What follows belongs to an exercise in optimizing a design on an open flow for small area; a production flow would make more cautious choices.
The RTL was checked by simulation tests, not by an equivalence proof against the original design.
Power is estimated from default activity; no workload was simulated.

Setup of run X:
// snn_rgb
module snn_rgb (
    input clk,
    input reset_n,                    
    input [2:0] enable_in,            
    input [7:0] r_in,                 
    input [7:0] g_in,                 
    input [7:0] b_in,                 
    output [7:0] r_out,
    output [7:0] g_out,
    output [7:0] b_out
);
Size in the first run: ~53 I/O pins, about 9800 µm² of cells after synthesis.
==> module snn_rgb, before the edit <==
module snn_rgb (
    input clk,
    input reset_n,                    
    input [2:0] enable_in,            
    input [7:0] r_in,                 
    input [7:0] g_in,                 
    input [7:0] b_in,                 
    output [7:0] r_out,
    output [7:0] g_out,
    output [7:0] b_out
);
parameter n_sp_to_activate = 60;   
parameter w_0_n0 = 8;
parameter w_1_n0 = 37;
parameter w_2_n0 = 141;
parameter bias_n0 = 69;
parameter w_0_n1 = 44;
parameter w_1_n1 = 25;
parameter w_2_n1 = -73;
parameter bias_n1 = 124;
parameter w_0_n2 = 20;
parameter w_1_n2 = -39;
parameter w_2_n2 = -23;
parameter bias_n2 = 8;
parameter w_0_n3 = 137;
parameter w_1_n3 = 72;
parameter w_2_n3 = -113;
parameter bias_n3 = 20;
parameter w_0_n4 = 7;
parameter w_1_n4 = 45;
parameter w_2_n4 = -37;
parameter bias_n4 = -25;
parameter w_0_n5 = 81;
parameter w_1_n5 = 33;
parameter w_2_n5 = 55;
parameter bias_n5 = -57;
parameter w_0_n6 = -89;
parameter w_1_n6 = 0;
parameter w_2_n6 = 132;
parameter bias_n6 = 33;
parameter w_0_n7 = 196;
parameter w_1_n7 = 295;
parameter w_2_n7 = 74;
parameter w_3_n7 = -275;
parameter w_4_n7 = 110;
parameter w_5_n7 = -178;
parameter w_6_n7 = 349;
parameter bias_n7 = 57;
parameter w_0_n8 = -255;
parameter w_1_n8 = 57;
parameter w_2_n8 = -171;
parameter w_3_n8 = 497;
parameter w_4_n8 = -108;
parameter w_5_n8 = 9;
parameter w_6_n8 = -386;
parameter bias_n8 = 92;
reg reset;
reg [7:0] step;
wire r_sp, g_sp, b_sp;
reg [2:0] sp;                           
wire [6:0] h;
wire out_0, out_1;
always @(posedge clk) begin
    reset <= ~reset_n;
end
function [7:0] step_next;
    input [7:0] s;
    begin
        step_next = {s[6:0], s[7] ^ s[5] ^ s[4] ^ s[3] ^ (s[6:0] == 7'd0)};
    end
endfunction
function [7:0] STEP;
    input integer n;
    integer i;
    begin
        STEP = 8'd0;
        for (i = 0; i < n; i = i + 1)
            STEP = step_next(STEP);
    end
endfunction
always @(posedge clk) begin
    if (reset)
        step <= 8'd0;
    else
        step <= step_next(step);
end
function [7:0] inc8;
    input [7:0] a;
    integer i;
    reg c;
    begin
        c = 1'b1;
        for (i = 0; i < 8; i = i + 1) begin
            inc8[i] = a[i] ^ c;
            c = a[i] & c;
        end
    end
endfunction
wire classify     = (step == STEP(252));
wire clear_hidden = reset || classify;
wire clear_output = (step == STEP(253));
wire show         = (step == STEP(6));
gen_input pseudo_random_inst (
    .clk(clk), .reset(reset),
    .r_st(r_in), .g_st(g_in), .b_st(b_in),
    .r_sp(r_sp), .g_sp(g_sp), .b_sp(b_sp)
);
always @(posedge clk) begin
    if (reset)
        sp <= 3'd0;
    else
        sp <= {b_sp, g_sp, r_sp};
end
neuron #(.WIDTH(10), .FIRE_LSB(9), .W0(w_0_n0), .W1(w_1_n0), .W2(w_2_n0), .BIAS(bias_n0)) hidden0_inst (
    .clk(clk), .clear(clear_hidden), .sp_0(sp[0]), .sp_1(sp[1]), .sp_2(sp[2]), .fire(h[0]));
neuron #(.WIDTH(10), .FIRE_LSB(9), .W0(w_0_n1), .W1(w_1_n1), .W2(w_2_n1), .BIAS(bias_n1)) hidden1_inst (
    .clk(clk), .clear(clear_hidden), .sp_0(sp[0]), .sp_1(sp[1]), .sp_2(sp[2]), .fire(h[1]));
neuron #(.WIDTH(14), .FIRE_LSB(11), .W0(w_0_n2), .W1(w_1_n2), .W2(w_2_n2), .BIAS(bias_n2)) hidden2_inst (
    .clk(clk), .clear(clear_hidden), .sp_0(sp[0]), .sp_1(sp[1]), .sp_2(sp[2]), .fire(h[2]));
neuron #(.WIDTH(15), .FIRE_LSB(13), .W0(w_0_n3), .W1(w_1_n3), .W2(w_2_n3), .BIAS(bias_n3)) hidden3_inst (
    .clk(clk), .clear(clear_hidden), .sp_0(sp[0]), .sp_1(sp[1]), .sp_2(sp[2]), .fire(h[3]));
neuron #(.WIDTH(14), .FIRE_LSB(6), .W0(w_0_n4), .W1(w_1_n4), .W2(w_2_n4), .BIAS(bias_n4)) hidden4_inst (
    .clk(clk), .clear(clear_hidden), .sp_0(sp[0]), .sp_1(sp[1]), .sp_2(sp[2]), .fire(h[4]));
neuron #(.WIDTH(14), .FIRE_LSB(10), .W0(w_0_n5), .W1(w_1_n5), .W2(w_2_n5), .BIAS(bias_n5)) hidden5_inst (
    .clk(clk), .clear(clear_hidden), .sp_0(sp[0]), .sp_1(sp[1]), .sp_2(sp[2]), .fire(h[5]));
neuron #(.WIDTH(14), .FIRE_LSB(10), .W0(w_0_n6), .W1(w_1_n6), .W2(w_2_n6), .BIAS(bias_n6)) hidden6_inst (
    .clk(clk), .clear(clear_hidden), .sp_0(sp[0]), .sp_1(sp[1]), .sp_2(sp[2]), .fire(h[6]));
neuron_out #(.WIDTH(15), .FIRE_LSB(11), .KW(12), .W0(w_0_n7), .W1(w_1_n7), .W2(w_2_n7), .W3(w_3_n7), .W4(w_4_n7),
             .W5(w_5_n7), .W6(w_6_n7), .BIAS(bias_n7), .INIT(2 * bias_n7)) output0 (
    .clk(clk), .reset(reset), .clear(clear_output), .sp(h), .fire(out_0));
neuron_out #(.WIDTH(15), .FIRE_LSB(11), .KW(11), .W0(w_0_n8), .W1(w_1_n8), .W2(w_2_n8), .W3(w_3_n8), .W4(w_4_n8),
             .W5(w_5_n8), .W6(w_6_n8), .BIAS(bias_n8), .INIT(2 * bias_n8)) output1 (
    .clk(clk), .reset(reset), .clear(clear_output), .sp(h), .fire(out_1));
reg [5:0] num_out0_sp, num_out1_sp;
wire full0 = (num_out0_sp == n_sp_to_activate);
wire full1 = (num_out1_sp == n_sp_to_activate);
always @(posedge clk) begin
    if (clear_hidden) begin
        num_out0_sp <= 6'd0;
        num_out1_sp <= 6'd0;
    end else begin
        if (out_0 && !full0)
            num_out0_sp <= inc8({2'b00, num_out0_sp});
        if (out_1 && !full1)
            num_out1_sp <= inc8({2'b00, num_out1_sp});
    end
end
reg blue_1, yellow_1, blue_q, yellow_q;
always @(posedge clk) begin
    if (reset) begin
        blue_1 <= 1'b0;
        yellow_1 <= 1'b0;
        blue_q <= 1'b0;
        yellow_q <= 1'b0;
    end else begin
        if (classify) begin
            blue_1 <= full0;
            yellow_1 <= !full0 && full1;
        end
        if (show) begin
            blue_q <= blue_1;
            yellow_q <= yellow_1;
        end
    end
end
assign r_out = {8{yellow_q}};
assign g_out = {8{yellow_q}};
assign b_out = {8{blue_q}};
endmodule
clock: 10.0 ns
lec_check: 0
cap_margin: 20
core_margin: 2
core_utilization: 40
cts_buf_list: sky130_fd_sc_hd__clkbuf_8
slew_margin: 20
standard.sh (not shown) runs the stock make flow with config.mk's settings and CLKGATE_MAP_FILE= SYNTH_SCRIPT=/design/flow/synth_recipe.tcl, a recipe that flattens the netlist after the stock synthesis.
==> flow/flow/run.sh <==
#!/bin/bash
# Own layout flow: the standard ORFS flow (standard.sh, unchanged
# synthesis, floorplan, power grid and routing), with two changes:
#  - the port buffers are the smallest buffer, buf_1, instead of the
#    cell buffer_ports picks by default;
#  - clock tree synthesis uses clkbuf_8 buffers and no dummy loads.
# Each tool's full output goes to ORFS's own logs (orfs/logs/...), and make's
# output to flow.log in this folder.
set -euo pipefail
bash standard.sh \
  BUFFER_PORTS_ARGS="-buffer_cell sky130_fd_sc_hd__buf_1" \
  CTS_ARGS="-sink_clustering_enable -repair_clock_nets -dont_use_dummy_load -buf_list sky130_fd_sc_hd__clkbuf_8" \
  finish > flow.log 2>&1
Run X: done, clean on timing, DRC and antenna
Setup changes, run X to run G
--- a/flow/design.v
+++ b/flow/design.v
@@ -284,49 +284,34 @@
 reg [2:0] sp;                           
 wire [6:0] h;
 wire out_0, out_1;
 always @(posedge clk) begin
     reset <= ~reset_n;
 end
-function [7:0] step_next;
-    input [7:0] s;
-    begin
-        step_next = {s[6:0], s[7] ^ s[5] ^ s[4] ^ s[3] ^ (s[6:0] == 7'd0)};
-    end
-endfunction
-function [7:0] STEP;
-    input integer n;
-    integer i;
-    begin
-        STEP = 8'd0;
-        for (i = 0; i < n; i = i + 1)
-            STEP = step_next(STEP);
-    end
-endfunction
-always @(posedge clk) begin
-    if (reset)
-        step <= 8'd0;
-    else
-        step <= step_next(step);
-end
 function [7:0] inc8;
     input [7:0] a;
     integer i;
     reg c;
     begin
         c = 1'b1;
         for (i = 0; i < 8; i = i + 1) begin
             inc8[i] = a[i] ^ c;
             c = a[i] & c;
         end
     end
 endfunction
-wire classify     = (step == STEP(252));
+always @(posedge clk) begin
+    if (reset)
+        step <= 8'd0;
+    else
+        step <= inc8(step);
+end
+wire classify     = (step == 8'd252);
 wire clear_hidden = reset || classify;
-wire clear_output = (step == STEP(253));
-wire show         = (step == STEP(6));
+wire clear_output = (step == 8'd253);
+wire show         = (step == 8'd6);
 gen_input pseudo_random_inst (
     .clk(clk), .reset(reset),
     .r_st(r_in), .g_st(g_in), .b_st(b_in),
     .r_sp(r_sp), .g_sp(g_sp), .b_sp(b_sp)
 );
 always @(posedge clk) begin
@@ -349,13 +334,13 @@
     .clk(clk), .clear(clear_hidden), .sp_0(sp[0]), .sp_1(sp[1]), .sp_2(sp[2]), .fire(h[5]));
 neuron #(.WIDTH(14), .FIRE_LSB(10), .W0(w_0_n6), .W1(w_1_n6), .W2(w_2_n6), .BIAS(bias_n6)) hidden6_inst (
     .clk(clk), .clear(clear_hidden), .sp_0(sp[0]), .sp_1(sp[1]), .sp_2(sp[2]), .fire(h[6]));
 neuron_out #(.WIDTH(15), .FIRE_LSB(11), .KW(12), .W0(w_0_n7), .W1(w_1_n7), .W2(w_2_n7), .W3(w_3_n7), .W4(w_4_n7),
              .W5(w_5_n7), .W6(w_6_n7), .BIAS(bias_n7), .INIT(2 * bias_n7)) output0 (
     .clk(clk), .reset(reset), .clear(clear_output), .sp(h), .fire(out_0));
-neuron_out #(.WIDTH(15), .FIRE_LSB(11), .KW(11), .W0(w_0_n8), .W1(w_1_n8), .W2(w_2_n8), .W3(w_3_n8), .W4(w_4_n8),
+neuron_out #(.WIDTH(16), .FIRE_LSB(13), .KW(11), .W0(w_0_n8), .W1(w_1_n8), .W2(w_2_n8), .W3(w_3_n8), .W4(w_4_n8),
              .W5(w_5_n8), .W6(w_6_n8), .BIAS(bias_n8), .INIT(2 * bias_n8)) output1 (
     .clk(clk), .reset(reset), .clear(clear_output), .sp(h), .fire(out_1));
 reg [5:0] num_out0_sp, num_out1_sp;
 wire full0 = (num_out0_sp == n_sp_to_activate);
 wire full1 = (num_out1_sp == n_sp_to_activate);
 always @(posedge clk) begin
--- outcome ---
The lower total power came out of run X. Power share of the combinational group: run X vs run G — no meaningful difference. Taking run X as the reference point, the area after synthesis of run G rises by about 0.7%. The capture point of the worst path comes out output1.x[14] in one run and output1.x[15] in the other, namely in run X and run G respectively. Run G vs. run X: area of the die went up by 0.70%. [compare] base=run X new=run G: layout-stage area growth over the synthesis result went up 0.41 points; post-synthesis net count went up 3.2%.

==> static timing again, ports no longer ideal <==
Ports are ideal in the flow. The routed layouts listed here were re-timed in OpenROAD.
Step 1: set_driving_cell puts a clkbuf_16 on clk and a buf_2 on each other input, an assumption about the parent block.
Step 2 times the ports against the registers' clock, not the clock port: input delays grow and output delays shrink by t, the midpoint of the rising clock arrivals with the driver on.
Slacks: ideal / step 1 / step 2; pairs: ideal / step 1.
run	shift t [ns]	setup WS [ns]	slew at the worst register clock pin (ns)	worst slew at a driven data input, ns	cell pins on the clock port's net
run X	0.489	1.259 / 1.259 / 1.259	0.10 / 0.10	0.04	1
run G	0.477	1.151 / 1.151 / 1.151	0.10 / 0.10	0.03	1
After both steps every run listed still meets setup and hold.
